Context: an optimization exercise on an open-source flow, tuned for small area and a short achievable clock period. The choices shown serve that exercise and are no tape-out recipe.
Function was not checked in any run shown here: the RTL went through the layout flow alone.
Power is estimated from default activity; no workload was simulated.

`flow/config.mk`:
```
export PLATFORM = sky130hd
export DESIGN_NAME = alu
export DESIGN_NICKNAME = alu
export VERILOG_FILES = /design/flow/design.v
export SDC_FILE = /design/flow/constraint.sdc
export NUM_CORES = 4
export LEC_CHECK = 0
export CAP_MARGIN = 20
export CORE_MARGIN = 2
export CORE_UTILIZATION = 40
export SLEW_MARGIN = 20
```
`flow/constraint.sdc`:
```
create_clock -name core_clock -period 11.0 [get_ports {clk}]
set_input_delay 2.2000 -clock core_clock [delete_from_list [all_inputs] [get_ports {clk}]]
set_output_delay 2.2000 -clock core_clock [all_outputs]
set_load 0.01 [all_outputs]
```
`flow/design.v`:
```
`timescale 1ns/1ps
module alu(
           clk,
           rst_n,
           src1,
           src2,
           ALU_control,
           result,
           zero,
           cout,
           overflow
           );
input           clk;
input           rst_n;
input  [32-1:0] src1;
input  [32-1:0] src2;
input   [4-1:0] ALU_control;
output [32-1:0] result;
output          zero;
output          cout;
output          overflow;
  wire is_and = (ALU_control == 4'b0000);
  wire is_or  = (ALU_control == 4'b0001);
  wire is_add = (ALU_control == 4'b0010);
  wire is_sub = (ALU_control == 4'b0110);
  wire is_slt = (ALU_control == 4'b0111);
  wire is_nor = (ALU_control == 4'b1100);
  wire arith  = is_add | is_sub;
  wire        inv = is_sub | is_slt;
  wire [31:0] b   = src2 ^ {32{inv}};
  wire [31:0] p   = src1 ^ b;
  wire [31:0] g   = src1 & b;
  wire [31:0] g0 = {g[31:1], g[0] | (p[0] & inv)};
  wire [31:0] p0 = p;
  wire G0_1 = g0[1] | (p0[1] & g0[0]);
  wire G0_3 = g0[3] | (p0[3] & g0[2]);
  wire P0_3 = p0[3] & p0[2];
  wire G0_5 = g0[5] | (p0[5] & g0[4]);
  wire P0_5 = p0[5] & p0[4];
  wire G0_7 = g0[7] | (p0[7] & g0[6]);
  wire P0_7 = p0[7] & p0[6];
  wire G0_9 = g0[9] | (p0[9] & g0[8]);
  wire P0_9 = p0[9] & p0[8];
  wire G0_11 = g0[11] | (p0[11] & g0[10]);
  wire P0_11 = p0[11] & p0[10];
  wire G0_13 = g0[13] | (p0[13] & g0[12]);
  wire P0_13 = p0[13] & p0[12];
  wire G0_15 = g0[15] | (p0[15] & g0[14]);
  wire P0_15 = p0[15] & p0[14];
  wire G0_17 = g0[17] | (p0[17] & g0[16]);
  wire P0_17 = p0[17] & p0[16];
  wire G0_19 = g0[19] | (p0[19] & g0[18]);
  wire P0_19 = p0[19] & p0[18];
  wire G0_21 = g0[21] | (p0[21] & g0[20]);
  wire P0_21 = p0[21] & p0[20];
  wire G0_23 = g0[23] | (p0[23] & g0[22]);
  wire P0_23 = p0[23] & p0[22];
  wire G0_25 = g0[25] | (p0[25] & g0[24]);
  wire P0_25 = p0[25] & p0[24];
  wire G0_27 = g0[27] | (p0[27] & g0[26]);
  wire P0_27 = p0[27] & p0[26];
  wire G0_29 = g0[29] | (p0[29] & g0[28]);
  wire P0_29 = p0[29] & p0[28];
  wire G0_31 = g0[31] | (p0[31] & g0[30]);
  wire P0_31 = p0[31] & p0[30];
  wire G1_3 = G0_3 | (P0_3 & G0_1);
  wire G1_7 = G0_7 | (P0_7 & G0_5);
  wire P1_7 = P0_7 & P0_5;
  wire G1_11 = G0_11 | (P0_11 & G0_9);
  wire P1_11 = P0_11 & P0_9;
  wire G1_15 = G0_15 | (P0_15 & G0_13);
  wire P1_15 = P0_15 & P0_13;
  wire G1_19 = G0_19 | (P0_19 & G0_17);
  wire P1_19 = P0_19 & P0_17;
  wire G1_23 = G0_23 | (P0_23 & G0_21);
  wire P1_23 = P0_23 & P0_21;
  wire G1_27 = G0_27 | (P0_27 & G0_25);
  wire P1_27 = P0_27 & P0_25;
  wire G1_31 = G0_31 | (P0_31 & G0_29);
  wire P1_31 = P0_31 & P0_29;
  wire G2_7 = G1_7 | (P1_7 & G1_3);
  wire G2_15 = G1_15 | (P1_15 & G1_11);
  wire P2_15 = P1_15 & P1_11;
  wire G2_23 = G1_23 | (P1_23 & G1_19);
  wire P2_23 = P1_23 & P1_19;
  wire G2_31 = G1_31 | (P1_31 & G1_27);
  wire P2_31 = P1_31 & P1_27;
  wire G3_15 = G2_15 | (P2_15 & G2_7);
  wire G3_31 = G2_31 | (P2_31 & G2_23);
  wire P3_31 = P2_31 & P2_23;
  wire G4_31 = G3_31 | (P3_31 & G3_15);
  wire G5_23 = G2_23 | (P2_23 & G3_15);
  wire G6_11 = G1_11 | (P1_11 & G2_7);
  wire G6_19 = G1_19 | (P1_19 & G3_15);
  wire G6_27 = G1_27 | (P1_27 & G5_23);
  wire G7_5 = G0_5 | (P0_5 & G1_3);
  wire G7_9 = G0_9 | (P0_9 & G2_7);
  wire G7_13 = G0_13 | (P0_13 & G6_11);
  wire G7_17 = G0_17 | (P0_17 & G3_15);
  wire G7_21 = G0_21 | (P0_21 & G6_19);
  wire G7_25 = G0_25 | (P0_25 & G5_23);
  wire G7_29 = G0_29 | (P0_29 & G6_27);
  wire G8_2 = g0[2] | (p0[2] & G0_1);
  wire G8_4 = g0[4] | (p0[4] & G1_3);
  wire G8_6 = g0[6] | (p0[6] & G7_5);
  wire G8_8 = g0[8] | (p0[8] & G2_7);
  wire G8_10 = g0[10] | (p0[10] & G7_9);
  wire G8_12 = g0[12] | (p0[12] & G6_11);
  wire G8_14 = g0[14] | (p0[14] & G7_13);
  wire G8_16 = g0[16] | (p0[16] & G3_15);
  wire G8_18 = g0[18] | (p0[18] & G7_17);
  wire G8_20 = g0[20] | (p0[20] & G6_19);
  wire G8_22 = g0[22] | (p0[22] & G7_21);
  wire G8_24 = g0[24] | (p0[24] & G5_23);
  wire G8_26 = g0[26] | (p0[26] & G7_25);
  wire G8_28 = g0[28] | (p0[28] & G6_27);
  wire G8_30 = g0[30] | (p0[30] & G7_29);
  wire [32:0] c;
  assign c[0] = inv;
  assign c[1] = g0[0];
  assign c[2] = G0_1;
  assign c[3] = G8_2;
  assign c[4] = G1_3;
  assign c[5] = G8_4;
  assign c[6] = G7_5;
  assign c[7] = G8_6;
  assign c[8] = G2_7;
  assign c[9] = G8_8;
  assign c[10] = G7_9;
  assign c[11] = G8_10;
  assign c[12] = G6_11;
  assign c[13] = G8_12;
  assign c[14] = G7_13;
  assign c[15] = G8_14;
  assign c[16] = G3_15;
  assign c[17] = G8_16;
  assign c[18] = G7_17;
  assign c[19] = G8_18;
  assign c[20] = G6_19;
  assign c[21] = G8_20;
  assign c[22] = G7_21;
  assign c[23] = G8_22;
  assign c[24] = G5_23;
  assign c[25] = G8_24;
  assign c[26] = G7_25;
  assign c[27] = G8_26;
  assign c[28] = G6_27;
  assign c[29] = G8_28;
  assign c[30] = G7_29;
  assign c[31] = G8_30;
  assign c[32] = G4_31;
  wire [31:0] sum = p ^ c[31:0];
  wire        ovf = c[31] ^ c[32];
  wire        lt  = sum[31] ^ ovf;
  wire [31:0] orv = src1 | src2;
  wire [31:0] res = ({32{is_and}} & (src1 & src2))
                  | ({32{is_or}}  & orv)
                  | ({32{is_nor}} & ~orv)
                  | ({32{arith}}  & sum)
                  | {31'b0, is_slt & lt};
  reg  [31:0] r_result;
  reg         r_cout;
  reg         r_ovf;
  always @(posedge clk or negedge rst_n) begin
    if (!rst_n) begin
      r_result <= 32'b0;
      r_cout   <= 1'b0;
      r_ovf    <= 1'b0;
    end else begin
      r_result <= res;
      r_cout   <= arith & c[32];
      r_ovf    <= arith & ovf;
    end
  end
  assign result   = r_result;
  assign zero     = ~(|r_result);
  assign cout     = r_cout;
  assign overflow = r_ovf;
endmodule
```
`flow/flow/run.sh`:
```
#!/bin/bash
set -euo pipefail
export BUFFER_PORTS_ARGS="-buffer_cell sky130_fd_sc_hd__buf_1"
export SETUP_SLACK_MARGIN=6
bash standard.sh > standard_flow.log 2>&1
```
`flow/standard.sh`:
```
#!/bin/bash
# synth_recipe.tcl (not shown) runs the flow's synth.tcl, then flattens the netlist and writes it again
# the make line also repeats each setting of config.mk as NAME=value (left out here)
make -C /OpenROAD-flow-scripts/flow DESIGN_CONFIG=/design/flow/config.mk WORK_HOME=/design/flow/orfs CLKGATE_MAP_FILE= SYNTH_SCRIPT=/design/flow/synth_recipe.tcl "${@:-finish}"
```
==> results of run 1 <==
## cells in the final DEF, fill, tap and decap left out, types with 3 or more instances in the layout
| master | netlist | final |
|---|---|---|
| buf_1 | 0 | 100 |
| nand2_1 | 36 | 34 |
| dfrtp_1 | 34 | 34 |
| ha_1 | 32 | 31 |
| a21oi_1 | 35 | 29 |
| o211ai_1 | 28 | 28 |
| xnor2_1 | 42 | 27 |
| buf_4 | 0 | 24 |
| o32ai_1 | 19 | 17 |
| nor3_1 | 15 | 14 |
| inv_1 | 14 | 13 |
| xnor2_2 | 0 | 13 |
| fa_2 | 0 | 12 |
| a21o_1 | 9 | 9 |
| o21ai_0 | 10 | 9 |
| nor4_1 | 9 | 9 |
| clkbuf_8 | 0 | 8 |
| a221oi_1 | 13 | 7 |
| nor2_1 | 6 | 6 |
| a221oi_2 | 0 | 6 |
| o21ai_1 | 6 | 5 |
| nand4_1 | 5 | 5 |
| a21oi_2 | 1 | 4 |
| xor2_1 | 4 | 4 |
| fa_1 | 16 | 4 |
| and2_1 | 3 | 3 |
| a21oi_4 | 0 | 3 |
## how the worst min path moves through the flow
stage | from | endpoint | cells past startpoint
6_report | rst_n | r_result[2] | 1
5_1_grt | rst_n | r_result[2] | 1
4_1_cts | rst_n | r_result[30] | 1
3_5_place_dp | rst_n | r_result[2] | 1
3_3_place_gp | rst_n | r_result[2] | 1
2_1_floorplan | rst_n | r_cout | 0
## state kept, by name, summed over array words and instances (netlist names)
register	flops
r_ovf	1
r_result	32
r_cout	1
## area by class of cell
cell class                 count  share of cell area (%)
tap                          108                    2.85
inverter                      14                    1.11
multi-input combinational    319                    61.4
timing repair buffer         132                    14.3
sequential                    34                    18.0
clock buffer                   8                    2.33
## power breakdown
group / total [mW] / internal (mW) / leakage [nW] / switching (mW)
logic: 0.232 / 0.106 / 1.48 / 0.126
clock network: 0.116 / 0.0634 / 0.0575 / 0.0526
registers: 0.143 / 0.136 / 0.454 / 0.00691
total: 0.491 / 0.305 / 1.99 / 0.185
## metal layers
metal	global-route usage (%)	routed length [um]	vias to the layer above
li1	-	-	1701
met1	29.3	4800	1756
met2	39.9	5590	80
met3	2.79	367	13
met4	7.17	202	0
met5	0	0	-
## kinds of logic (layout without fill, tap and decap cells)
family / Yosys count / count (layout) / share of synthesized area, %
flops: 34 / 34 / 23.9
compound gates: 137 / 137 / 28.4
buf+inv: 35 / 154 / 3.94
xor+xnor: 46 / 46 / 11.3
fa+ha+maj: 48 / 48 / 20.2
simple gates: 88 / 88 / 12.3
## what timing repair did
action / in CTS / in global routing
gates cloned: 2 / 0
buffers inserted: 16 / 4
endpoints found under the setup margin: 25 / 21
pin swaps: 26 / 30
hold buffers: 0 / 0
gates resized for setup: 34 / 29
## per-stage QoR
| step | std cells | area [um^2] |
|---|---|---|
| global route | 615 | 4730 |
| floorplan | 388 | 3660 |
| finish | 615 | 4730 |
| global placement | 585 | 4130 |
| detailed placement | 585 | 4130 |
| CTS | 611 | 4560 |
==> impl_metrics.csv, run 1 <==
group,metric,value,unit
floorplanning,initial_core_util,41.0,%
synthesis,synthTopCellsByCount,"xnor2_1, nand2_1, a21oi_1",
floorplanning,placementRows,34,
global_routing,antenna_found_initial,0,
synthesis,yosys_warnings,1,
finish,antenna_cells,0,
sta,hold_viol,0,
sta,finalSetupViolCount,0,
global_routing,grt_overflow_total,0,
sta,timing.final.crit_share,46.3,%
synthesis,synth_most_common_cell,"xnor2_1",
floorplanning,dieArea,9670,um^2
clock_network,cts_inserted_buffers,5,
placed_design,portBuffers,104,
finish,syn_to_final_growth,32.9,%
clock_network,ctsLongestPathBuffers,2,
worst_setup_path,cp_data_required_time,11.18,ns
synthesis,synth_top_area_share,23.9,%
pwr,p_leak,1.99,nW
pwr,power,0.491,mW
drt,wire_per_inst,17.8,um
sta,fmax,0.197,GHz
synthesis,syn-mean-instance-area,9.18,um^2
sta,slew_violations,0,
clock_network,h-tree-depth,2,
worst_setup_path,end_kind,"register",
placed_design,gp_congestion,0.820,
floorplanning,die_w,98.4,um
sta,layout_setup_ws,5.91,ns
drt,wirelength,11000,um
sta,worst_hold_slack,2.02,ns
worst_setup_path,crit_type,"in -> reg",
synthesis,synthCells,388,
clock_network,cts.sinks,34,
sta,layout_min_cycle_time,5.09,ns
worst_setup_path,slowest_stage,"fa_2",
finish,post-route-util,54.5,%
floorplanning,coreArea,8680,um^2
worst_setup_path,worstPathCellList,"buf_8 -> nand3b_1 -> buf_12 -> xnor2_4 -> fa_2 -> a211oi_4 -> o21ai_4 -> o211ai_1 -> a31oi_2 -> a21o_1 -> a21o_1 -> fa_2 -> xnor2_2 -> o32ai_1 -> a21oi_1 -> nand2_1",
placed_design,dp_hpwl,7460,um
global_routing,grt_use_total,22.8,%
sta,grt_setup_unrepaired,"yes",
worst_setup_path,worstSetupEndpoint,"r_result[15]",
worst_setup_path,arrival,5.27,ns
min_path,hold_class,"in -> async",
synthesis,synth_seq_cells,34,
clock_network,cts_tree,"done",
placed_design,pre_cts_ws,5.05,ns
worst_setup_path,critPathMaxFanout,7,
global_routing,grt_pass1_wl,18000,um
finish,nets,624,
worst_setup_path,max_stage_delay,0.40,ns
drt,ant_nets,0,
synthesis,synth.area.top_cells,"dfrtp_1, ha_1, xnor2_1, fa_1, o211ai_1",
floorplanning,die-height,98.4,um
sta,slew_headroom,27.9,%
synthesis,syn-num-nets,506,
synthesis,ys_async_sr_fraction,100,%
worst_setup_path,path_depth,16,
clock_network,cts-root-buf,"clkbuf_8",
global_routing,grt_pass1_vias,3579,
worst_setup_path,crit_buf_inv,2,
synthesis,yosysTopAreaCell,"dfrtp_1",
drt,drt_iter0_markers,126,
finish,ff_latch_area,851,um^2
worst_setup_path,critPathLaunchType,"primary input",
global_routing,grt_max_degree,37,
pwr,ir_worst_vdd,0.0000417,V
sta,finalSetupTns,0,ns
sta,tightestPinTransition,1.08,ns
synthesis,synth-main-ff-cell,"dfrtp_1",
drt,num_vias,3550,
worst_setup_path,crit_start,"ALU_control[3]",
drt,avgViaCountPerCell,5.77,
finish,drive_gt1_share,21.1,%
synthesis,ys_seq_area_share,23.9,%
synthesis,synth_edf_count,0,
drt,dr.pass1.iters,6,
worst_setup_path,crit_family,"compound AO/OA/AOI/OAI gates",
flow_run,maxCapViolations,0,
outcome,status,"finished clean",
synthesis,synth_cell_type_count,45,
drt,route.detailed.drc,0,
finish,nFillCells,809,
pwr,powerDensity,104,nW/um^2
clock_network,clk_pin_slew_worst_paths,0.08,ns
synthesis,syn_area,3560,um^2
floorplanning,ios,105,
finish,multi_input_area,2910,um^2
==> run 2: changes to the inputs <==
--- a/flow/design.v
+++ b/flow/design.v
@@ -26,7 +26,7 @@
   wire is_slt = (ALU_control == 4'b0111);
   wire is_nor = (ALU_control == 4'b1100);
   wire arith  = is_add | is_sub;
-  wire        inv = is_sub | is_slt;
+  wire        inv = ALU_control[2];
   wire [31:0] b   = src2 ^ {32{inv}};
   wire [31:0] p   = src1 ^ b;
   wire [31:0] g   = src1 & b;
==> flow/flow/run.sh (replaced) <==
#!/bin/bash
# Layout flow: the standard layout, with two changes.
# 1. Synthesis is the standard synthesis (synth_recipe.tcl, so -nofsm -noshare,
#    flatten and the same renames) except that Yosys does not extract full and
#    half adder cells, and ABC maps the logic with flow/abc.script instead of
#    the ORFS speed script. The registers are the standard synthesis's.
# 2. The port buffers are the small plain buffer instead of the default
#    delay-buffer cell, and the resizer's setup repair aims for a slack margin.
# Each tool's output goes to a log of its own in the work folder.
set -euo pipefail
here=$(pwd)
{ head -n 1 synth_recipe.tcl
  cat <<'EOT'
# ABC with this flow's own script
proc abc {args} {
  set i [lsearch -exact $args -script]
  if {$i >= 0} { lset args [expr {$i + 1}] $::env(OWN_ABC_SCRIPT) }
  yosys abc {*}$args
}
EOT
  tail -n +2 synth_recipe.tcl
} > own_synth.tcl
sed -e "s#SYNTH_SCRIPT=[^ ]*#SYNTH_SCRIPT=$here/own_synth.tcl ADDER_MAP_FILE=#" standard.sh > own_synth.sh
export OWN_ABC_SCRIPT=$here/flow/abc.script
bash own_synth.sh synth > synth.log 2>&1
export BUFFER_PORTS_ARGS="-buffer_cell sky130_fd_sc_hd__buf_1"
export SETUP_SLACK_MARGIN=6
bash standard.sh > layout.log 2>&1
==> flow/flow/abc.script (new file) <==
strash
&get -n
&st
&dch -f
&nf -R 1000
&dch -f
&nf -R 1000
&put
topo
buffer -c
upsize -c
dnsize -c
stime -c
--- a/flow/config.mk
+++ b/flow/config.mk
@@ -7,5 +7,5 @@
 export LEC_CHECK = 0
 export CAP_MARGIN = 20
 export CORE_MARGIN = 2
-export CORE_UTILIZATION = 40
+export CORE_UTILIZATION = 60
 export SLEW_MARGIN = 20
==> run 2 against run 1 <==
  * Sequential share of layout area is 2.7 points higher
  * Fmax rose by 4.1%
  * Synthesized cell count rose by 5.7%
  * Largest power group unchanged
==> impl_metrics.csv, run 2 <==
group,metric,value,unit
sta,tightestPinTransition,0.877,ns
worst_setup_path,end_kind,"register",
synthesis,synthTopCellsByCount,"o21ai_0, xor2_1, nand2_1",
drt,num_vias,3555,
synthesis,synth.area.top_cells,"dfrtp_1, xor2_1, o21ai_0, xnor2_1, o31ai_1",
sta,slew_violations,0,
finish,ff_latch_area,851,um^2
finish,largest_reg_flops,32,
clock_network,cts_tree,"done",
clock_network,cts-root-buf,"clkbuf_8",
synthesis,ys_async_sr_fraction,100,%
synthesis,synth_cell_type_count,46,
finish,nets,590,
global_routing,antenna_found_initial,0,
flow_run,maxCapViolations,0,
clock_network,h-tree-depth,2,
drt,route.detailed.drc,0,
sta,finalSetupTns,0,ns
clock_network,cts_inserted_buffers,5,
placed_design,gp_congestion,0.902,
placed_design,portBuffers,104,
finish,antenna_cells,0,
drt,wirelength,9100,um
synthesis,synth_most_common_cell,"o21ai_0",
synthesis,synth-main-ff-cell,"dfrtp_1",
worst_setup_path,crit_buf_inv,4,
synthesis,synth_top_area_share,25.6,%
worst_setup_path,crit_type,"in -> reg",
finish,largest_register,"r_result",
placed_design,pre_cts_ws,5.29,ns
synthesis,ys_seq_area_share,25.6,%
worst_setup_path,worstPathCellList,"clkbuf_2 -> buf_12 -> buf_4 -> buf_4 -> xor2_1 -> and2_1 -> maj3_1 -> a31o_2 -> a21oi_1 -> nand3_4 -> a31oi_4 -> nor3_2 -> nor2_1 -> o21a_1 -> o21ai_0 -> nand3_1 -> nand3_1",
sta,hold_viol,0,
finish,reg_top3,"r_result x32, r_cout x1, r_ovf x1",
sta,timing.final.crit_share,44.4,%
synthesis,syn-num-nets,480,
floorplanning,placementRows,27,
pwr,powerDensity,108,nW/um^2
global_routing,grt_max_degree,35,
drt,avgViaCountPerCell,5.99,
floorplanning,ios,105,
finish,final_cell_mix,"buf_1, o21ai_0, xor2_1, nand2_1, dfrtp_1",
worst_setup_path,slowest_stage,"maj3_1",
floorplanning,coreArea,5440,um^2
synthesis,syn_area,3320,um^2
synthesis,yosys_warnings,1,
global_routing,grt_pass1_vias,3280,
drt,ant_nets,0,
clock_network,cts.sinks,34,
drt,drt_iter0_markers,258,
worst_setup_path,worstSetupEndpoint,"r_result[31]",
placed_design,place_area,3760,um^2
worst_setup_path,max_stage_delay,0.35,ns
synthesis,synth_edf_count,0,
worst_setup_path,critPathLaunchType,"primary input",
drt,wire_per_inst,15.3,um
finish,final_common_cell,"buf_1",
sta,finalSetupViolCount,0,
pwr,ir_worst_vdd,0.0000590,V
sta,fmax,0.205,GHz
global_routing,grt_overflow_total,0,
clock_network,ctsLongestPathBuffers,2,
pwr,p_leak,1.56,nW
worst_setup_path,path_depth,17,
sta,slew_headroom,41.0,%
outcome,status,"finished clean",
min_path,hold_class,"in -> async",
floorplanning,die_w,78.4,um
finish,nFillCells,466,
sta,layout_setup_ws,6.11,ns
floorplanning,die-height,78.4,um
worst_setup_path,crit_family,"compound AO/OA/AOI/OAI gates",
floorplanning,dieArea,6150,um^2
sta,grt_setup_unrepaired,"no",
synthesis,synthCells,410,
synthesis,yosysTopAreaCell,"dfrtp_1",
worst_setup_path,cp_data_required_time,11.17,ns
placed_design,dp_hpwl,6430,um
finish,syn_to_final_growth,24.1,%
worst_setup_path,arrival,5.05,ns
drt,dr.pass1.iters,5,
worst_setup_path,crit_start,"ALU_control[2]",
finish,multi_input_area,2510,um^2
floorplanning,initial_core_util,61.1,%
finish,final_area,4120,um^2
clock_network,clk_pin_slew_worst_paths,0.07,ns
global_routing,grt_use_total,29.2,%
sta,layout_min_cycle_time,4.89,ns
synthesis,syn-mean-instance-area,8.11,um^2
finish,drive_gt1_share,11.3,%
synthesis,synth_seq_cells,34,
worst_setup_path,critPathMaxFanout,12,
global_routing,grt_pass1_wl,14500,um
run 2: cell types whose count changed in the layout (fill, tap and decap cells not counted), sizes merged, moves of 24 or more:
cell	delta
o211ai	-27
o31ai	+28
a21oi	-24
ha	-32
o21ai	+51
xor2	+50
a31oi	+32
run 2: layout make-up:
| cell class | instances | share of cell area, % |
|---|---|---|
| Multi-Input combinational cell | 358 | 60.8 |
| Sequential cell | 34 | 20.6 |
| Timing Repair Buffer | 119 | 13.5 |
| Clock buffer | 8 | 2.67 |
| Tap cell | 72 | 2.19 |
| Inverter | 2 | 0.182 |
run 2: worst min path at each step:
stage | start | slack, ns | depth (start not counted) | end
finish | rst_n | 2.02 | 1 | r_result[3]
global route | rst_n | 2.10 | 1 | r_result[11]
CTS | rst_n | 2.05 | 1 | r_result[11]
detailed placement | rst_n | 2.35 | 1 | r_result[7]
global placement | rst_n | 2.35 | 1 | r_result[6]
floorplan | rst_n | 1.90 | 0 | r_cout
run 2: per-layer routing:
| metal | track usage (%) | wire length (um) |
|---|---|---|
| met3 | 3.91 | 474 |
| met5 | 0 | 0 |
| met2 | 54.4 | 4730 |
| met1 | 35.5 | 3840 |
| met4 | 7.19 | 59 |
run 2: what timing repair did:
item / in CTS / in global routing
pin swaps: 1 / 10
gates cloned: 1 / 0
buffers inserted: 3 / 7
endpoints found under the hold margin: 0 / 0
hold buffers: 0 / 0
gates resized for setup: 7 / 14
endpoints found under the setup margin: 12 / 6
run 2: power breakdown:
group	leakage, nW	switching [mW]	internal, mW	total, mW
registers	0.456	0.00619	0.136	0.142
clock network	0.0575	0.0464	0.0632	0.110
logic	1.05	0.116	0.0793	0.195
total	1.56	0.169	0.278	0.447
run 2: cell families after synthesis:
family / after synthesis / synth area share (%)
compound gates: 159 / 29.9
xor+xnor: 85 / 23.8
fa+ha+maj: 6 / 1.81
buf+inv: 18 / 2.90
flops: 34 / 25.6
mux: 1 / 0.339
simple gates: 107 / 15.7
run 2: per-stage QoR:
| step | hold slack, ns | std cells | utilization (%) | power (mW) |
|---|---|---|---|---|
| after floorplan | 1.90 | 410 | - | 0.266 |
| after global placement | 2.35 | 574 | 69.1 | 0.314 |
| after detailed placement | 2.35 | 574 | 69.1 | 0.319 |
| after CTS | 2.05 | 586 | 73.1 | 0.432 |
| after global routing | 2.10 | 593 | 75.8 | 0.473 |
| final | 2.02 | 593 | 75.8 | 0.447 |
==> run 3: changes to the inputs <==
--- a/flow/design.v
+++ b/flow/design.v
@@ -28,7 +28,8 @@
   wire arith  = is_add | is_sub;
   wire        inv = ALU_control[2];
   wire [31:0] b   = src2 ^ {32{inv}};
-  wire [31:0] p   = src1 ^ b;
+  wire [31:0] x   = src1 ^ src2;
+  wire [31:0] p   = x ^ {32{inv}};
   wire [31:0] g   = src1 & b;
   wire [31:0] g0 = {g[31:1], g[0] | (p[0] & inv)};
   wire [31:0] p0 = p;
--- a/flow/flow/run.sh
+++ b/flow/flow/run.sh
@@ -24,5 +24,10 @@
 export OWN_ABC_SCRIPT=$here/flow/abc.script
 bash own_synth.sh synth > synth.log 2>&1
 export BUFFER_PORTS_ARGS="-buffer_cell sky130_fd_sc_hd__buf_1"
-export SETUP_SLACK_MARGIN=6
+MARGINS=(6.25 6.5 6.25)
+export SETUP_SLACK_MARGIN=${MARGINS[0]}
+bash standard.sh place > layout_place.log 2>&1
+export SETUP_SLACK_MARGIN=${MARGINS[1]}
+bash standard.sh cts > layout_cts.log 2>&1
+export SETUP_SLACK_MARGIN=${MARGINS[2]}
 bash standard.sh > layout.log 2>&1
--- a/flow/config.mk
+++ b/flow/config.mk
@@ -8,4 +8,5 @@
 export CAP_MARGIN = 20
 export CORE_MARGIN = 2
 export CORE_UTILIZATION = 60
+export CTS_BUF_LIST = sky130_fd_sc_hd__clkbuf_4
 export SLEW_MARGIN = 20
==> run 3 against run 2 <==
  * Design area grew 5.3%
  * Area after synthesis grew 1.0%
  * Count of clock-buffer cells in the layout decreased by 2
  * Sequential power about the same
  * Global-route usage increased by 1.6 points
  * Highest routed layer unchanged
  * Synthesized cell count is 2.4% higher
  * Via count increased by 5.8%
  * Critical endpoint unchanged
==> impl_metrics.csv, run 3 <==
group,metric,value,unit
sta,slew_violations,0,
worst_setup_path,critPathMaxFanout,7,
sta,finalSetupTns,0,ns
floorplanning,coreArea,5440,um^2
synthesis,synth-main-ff-cell,"dfrtp_1",
worst_setup_path,end_kind,"register",
finish,nFillCells,386,
finish,final_common_cell,"buf_1",
finish,final_cell_mix,"buf_1, o21ai_0, xor2_1, nand2_1, dfrtp_1",
synthesis,synth_seq_cells,34,
sta,tightestPinTransition,0.868,ns
clock_network,ctsLongestPathBuffers,2,
drt,wirelength,9800,um
synthesis,syn-mean-instance-area,7.99,um^2
placed_design,gp_congestion,0.925,
drt,ant_nets,0,
global_routing,grt_overflow_total,0,
worst_setup_path,arrival,5.08,ns
floorplanning,initial_core_util,61.7,%
worst_setup_path,crit_type,"in -> reg",
synthesis,synth.area.top_cells,"dfrtp_1, xor2_1, o21ai_0, a31oi_1, o31ai_1",
drt,wire_per_inst,15.9,um
sta,layout_min_cycle_time,4.78,ns
clock_network,cts_tree,"done",
drt,drt_iter0_markers,213,
drt,num_vias,3761,
pwr,p_leak,1.70,nW
floorplanning,die_w,78.8,um
sta,fmax,0.209,GHz
worst_setup_path,critPathLaunchType,"primary input",
finish,largest_reg_flops,32,
drt,route.detailed.drc,0,
floorplanning,dieArea,6210,um^2
outcome,status,"finished clean",
clock_network,cts_inserted_buffers,5,
finish,drive_gt1_share,16.5,%
placed_design,place_inst,585,
global_routing,grt_pass1_vias,3391,
sta,slew_headroom,42.1,%
finish,reg_top3,"r_result x32, r_cout x1, r_ovf x1",
drt,avgViaCountPerCell,6.10,
synthesis,yosys_warnings,1,
floorplanning,ios,105,
floorplanning,die-height,78.8,um
pwr,ir_worst_vdd,0.0000550,V
synthesis,ys_async_sr_fraction,100,%
sta,grt_setup_unrepaired,"yes",
finish,final_area,4340,um^2
floorplanning,placementRows,27,
placed_design,place_area,3790,um^2
synthesis,ys_seq_area_share,25.3,%
pwr,powerDensity,99.2,nW/um^2
placed_design,portBuffers,104,
global_routing,grt_pass1_wl,15100,um
sta,timing.final.crit_share,43.4,%
finish,nets,614,
finish,antenna_cells,0,
clock_network,clk_pin_slew_worst_paths,0.11,ns
clock_network,cts-root-buf,"clkbuf_4",
sta,hold_viol,0,
sta,finalSetupViolCount,0,
finish,largest_register,"r_result",
finish,syn_to_final_growth,29.3,%
clock_network,h-tree-depth,2,
clock_network,cts.sinks,34,
global_routing,antenna_found_initial,0,
placed_design,dp_hpwl,6330,um
worst_setup_path,cp_data_required_time,11.30,ns
synthesis,synthCells,420,
synthesis,synth_top_area_share,25.3,%
min_path,hold_class,"in -> async",
synthesis,synthTopCellsByCount,"o21ai_0, xor2_1, nand2_1",
synthesis,yosysTopAreaCell,"dfrtp_1",
global_routing,grt_use_total,30.9,%
synthesis,synth_edf_count,0,
finish,instances_no_fill,617,
synthesis,syn-num-nets,490,
global_routing,grt_max_degree,35,
synthesis,synth_cell_type_count,51,
synthesis,syn_area,3360,um^2
flow_run,maxCapViolations,0,
synthesis,synth_most_common_cell,"o21ai_0",
drt,dr.pass1.iters,5,
[run 3: cell count changes after synthesis, sizes merged, moves of 3 or more]
cell,delta
o21ai,+3
xor2,+5
xnor2,-8
nand2,+5
nand3,+5
[run 3: what timing repair did]
action,CTS,global route
pin swaps,21,11
cloned,2,0
hold buffers,0,0
setup buffers,18,4
setup endpoints to repair,21,7
hold endpoints to repair,0,0
resized for setup,36,12
[run 3: cell type report]
type	instances	area, um^2	share of cell area [%]
Multi-Input combinational cell	368	2630	60.5
Clock buffer	6	45.0	1.04
Timing Repair Buffer	133	711	16.4
Inverter	2	7.51	0.173
Clock inverter	2	8.76	0.202
Tap cell	72	90.1	2.08
Sequential cell	34	851	19.6
[run 3: worst paths after layout]
| path | slack, ns | cells after the start | start | endpoint |
|---|---|---|---|---|
| setup / recovery | 6.22 | 19 | ALU_control[2] | r_result[31] |
| hold / removal | 1.94 | 1 | rst_n | r_result[23] |
| max in group asynchronous | 8.52 | 1 | rst_n | r_result[6] |
| min in group core_clock | 2.17 | 3 | src2[13] | r_result[13] |
[run 3: metrics by stage]
stage	worst slack (ns)	total power [mW]	utilization [%]	hold WS, ns
after floorplan	6.17	0.266	-	1.90
final	6.22	0.431	79.8	1.94
after global placement	5.52	0.314	69.8	2.35
after global routing	6.09	0.456	79.8	2.00
after CTS	6.18	0.417	77.7	1.97
after detailed placement	5.41	0.318	69.8	2.35
[run 3: logic make-up (layout without fill, tap and decap cells)]
group,count (synthesis),count (layout),synth area share (%)
and+or+nand+nor,124,124,18.8
AOI/OAI and AO/OA,156,156,29.3
adders and majority gates,5,5,1.53
xor gates and xnor gates,82,82,21.4
muxes,1,1,0.447
DFF,34,34,25.3
buffers and inverters,18,143,3.21
[run 3: critical path, stage by stage]
cell	delay, ns
clkbuf_16	0.13
buf_12	0.12
buf_12	0.14
xor2_4	0.19
xnor2_2	0.26
nor2b_4	0.07
a221o_1	0.36
or2b_4	0.23
o311ai_4	0.11
nand3_2	0.10
o2111ai_4	0.13
a211o_4	0.37
nand3_4	0.08
nand3_4	0.08
a21oi_4	0.18
nor2_4	0.05
nand2_2	0.09
nand3_2	0.08
nand3_2	0.09
[run 3: power by group]
group / internal (mW) / switching (mW)
clock: 0.0265 / 0.0446
sequential: 0.136 / 0.00625
combinational: 0.0932 / 0.124
[run 3: per-layer routing]
| metal | global-route usage, % | vias to the layer above | part of all wire [%] |
|---|---|---|---|
| met5 | 0 | - | 0 |
| met4 | 11.8 | 0 | 2.4 |
| met3 | 5.11 | 27 | 5.4 |
| met2 | 55.7 | 142 | 52 |
| met1 | 36.5 | 1791 | 41 |
| li1 | - | 1801 | - |

-- port drivers added, routing unchanged --
The results above use ideal ports. As a check the final layouts listed here were re-extracted and re-timed, cells and wires unchanged.
Step 1 (the two cells are an assumption about what drives the block):
set clk [get_ports {clk}]
set_driving_cell -lib_cell sky130_fd_sc_hd__clkbuf_16 $clk
set_driving_cell -lib_cell sky130_fd_sc_hd__buf_2 [delete_from_list [all_inputs] $clk]
Step 2 moves the port delays by t, midway between the first and last clock arrival at a register: inputs arrive t later, outputs are due t later. That takes back most of the time a late clock gives input paths.
Three values: no drivers, after step 1, after step 2; two values: the first two.
run	shift t [ns]	setup slack, ns	hold WS [ns]	worst setup path at the end	pins driven straight from the clock port
run 1	0.327	5.912 / 5.905 / 5.579	2.024 / 2.013 / 2.340	input to register	1
run 2	0.316	6.114 / 6.122 / 5.806	2.017 / 2.019 / 2.335	input to register	1
run 3	0.376	6.221 / 6.208 / 5.832	1.940 / 1.939 / 2.315	input to register	1
After both steps every run listed still meets setup and hold. The setup slack of run 3, which loses most, moves by -0.013 ns with the drivers and by -0.389 ns with both steps.
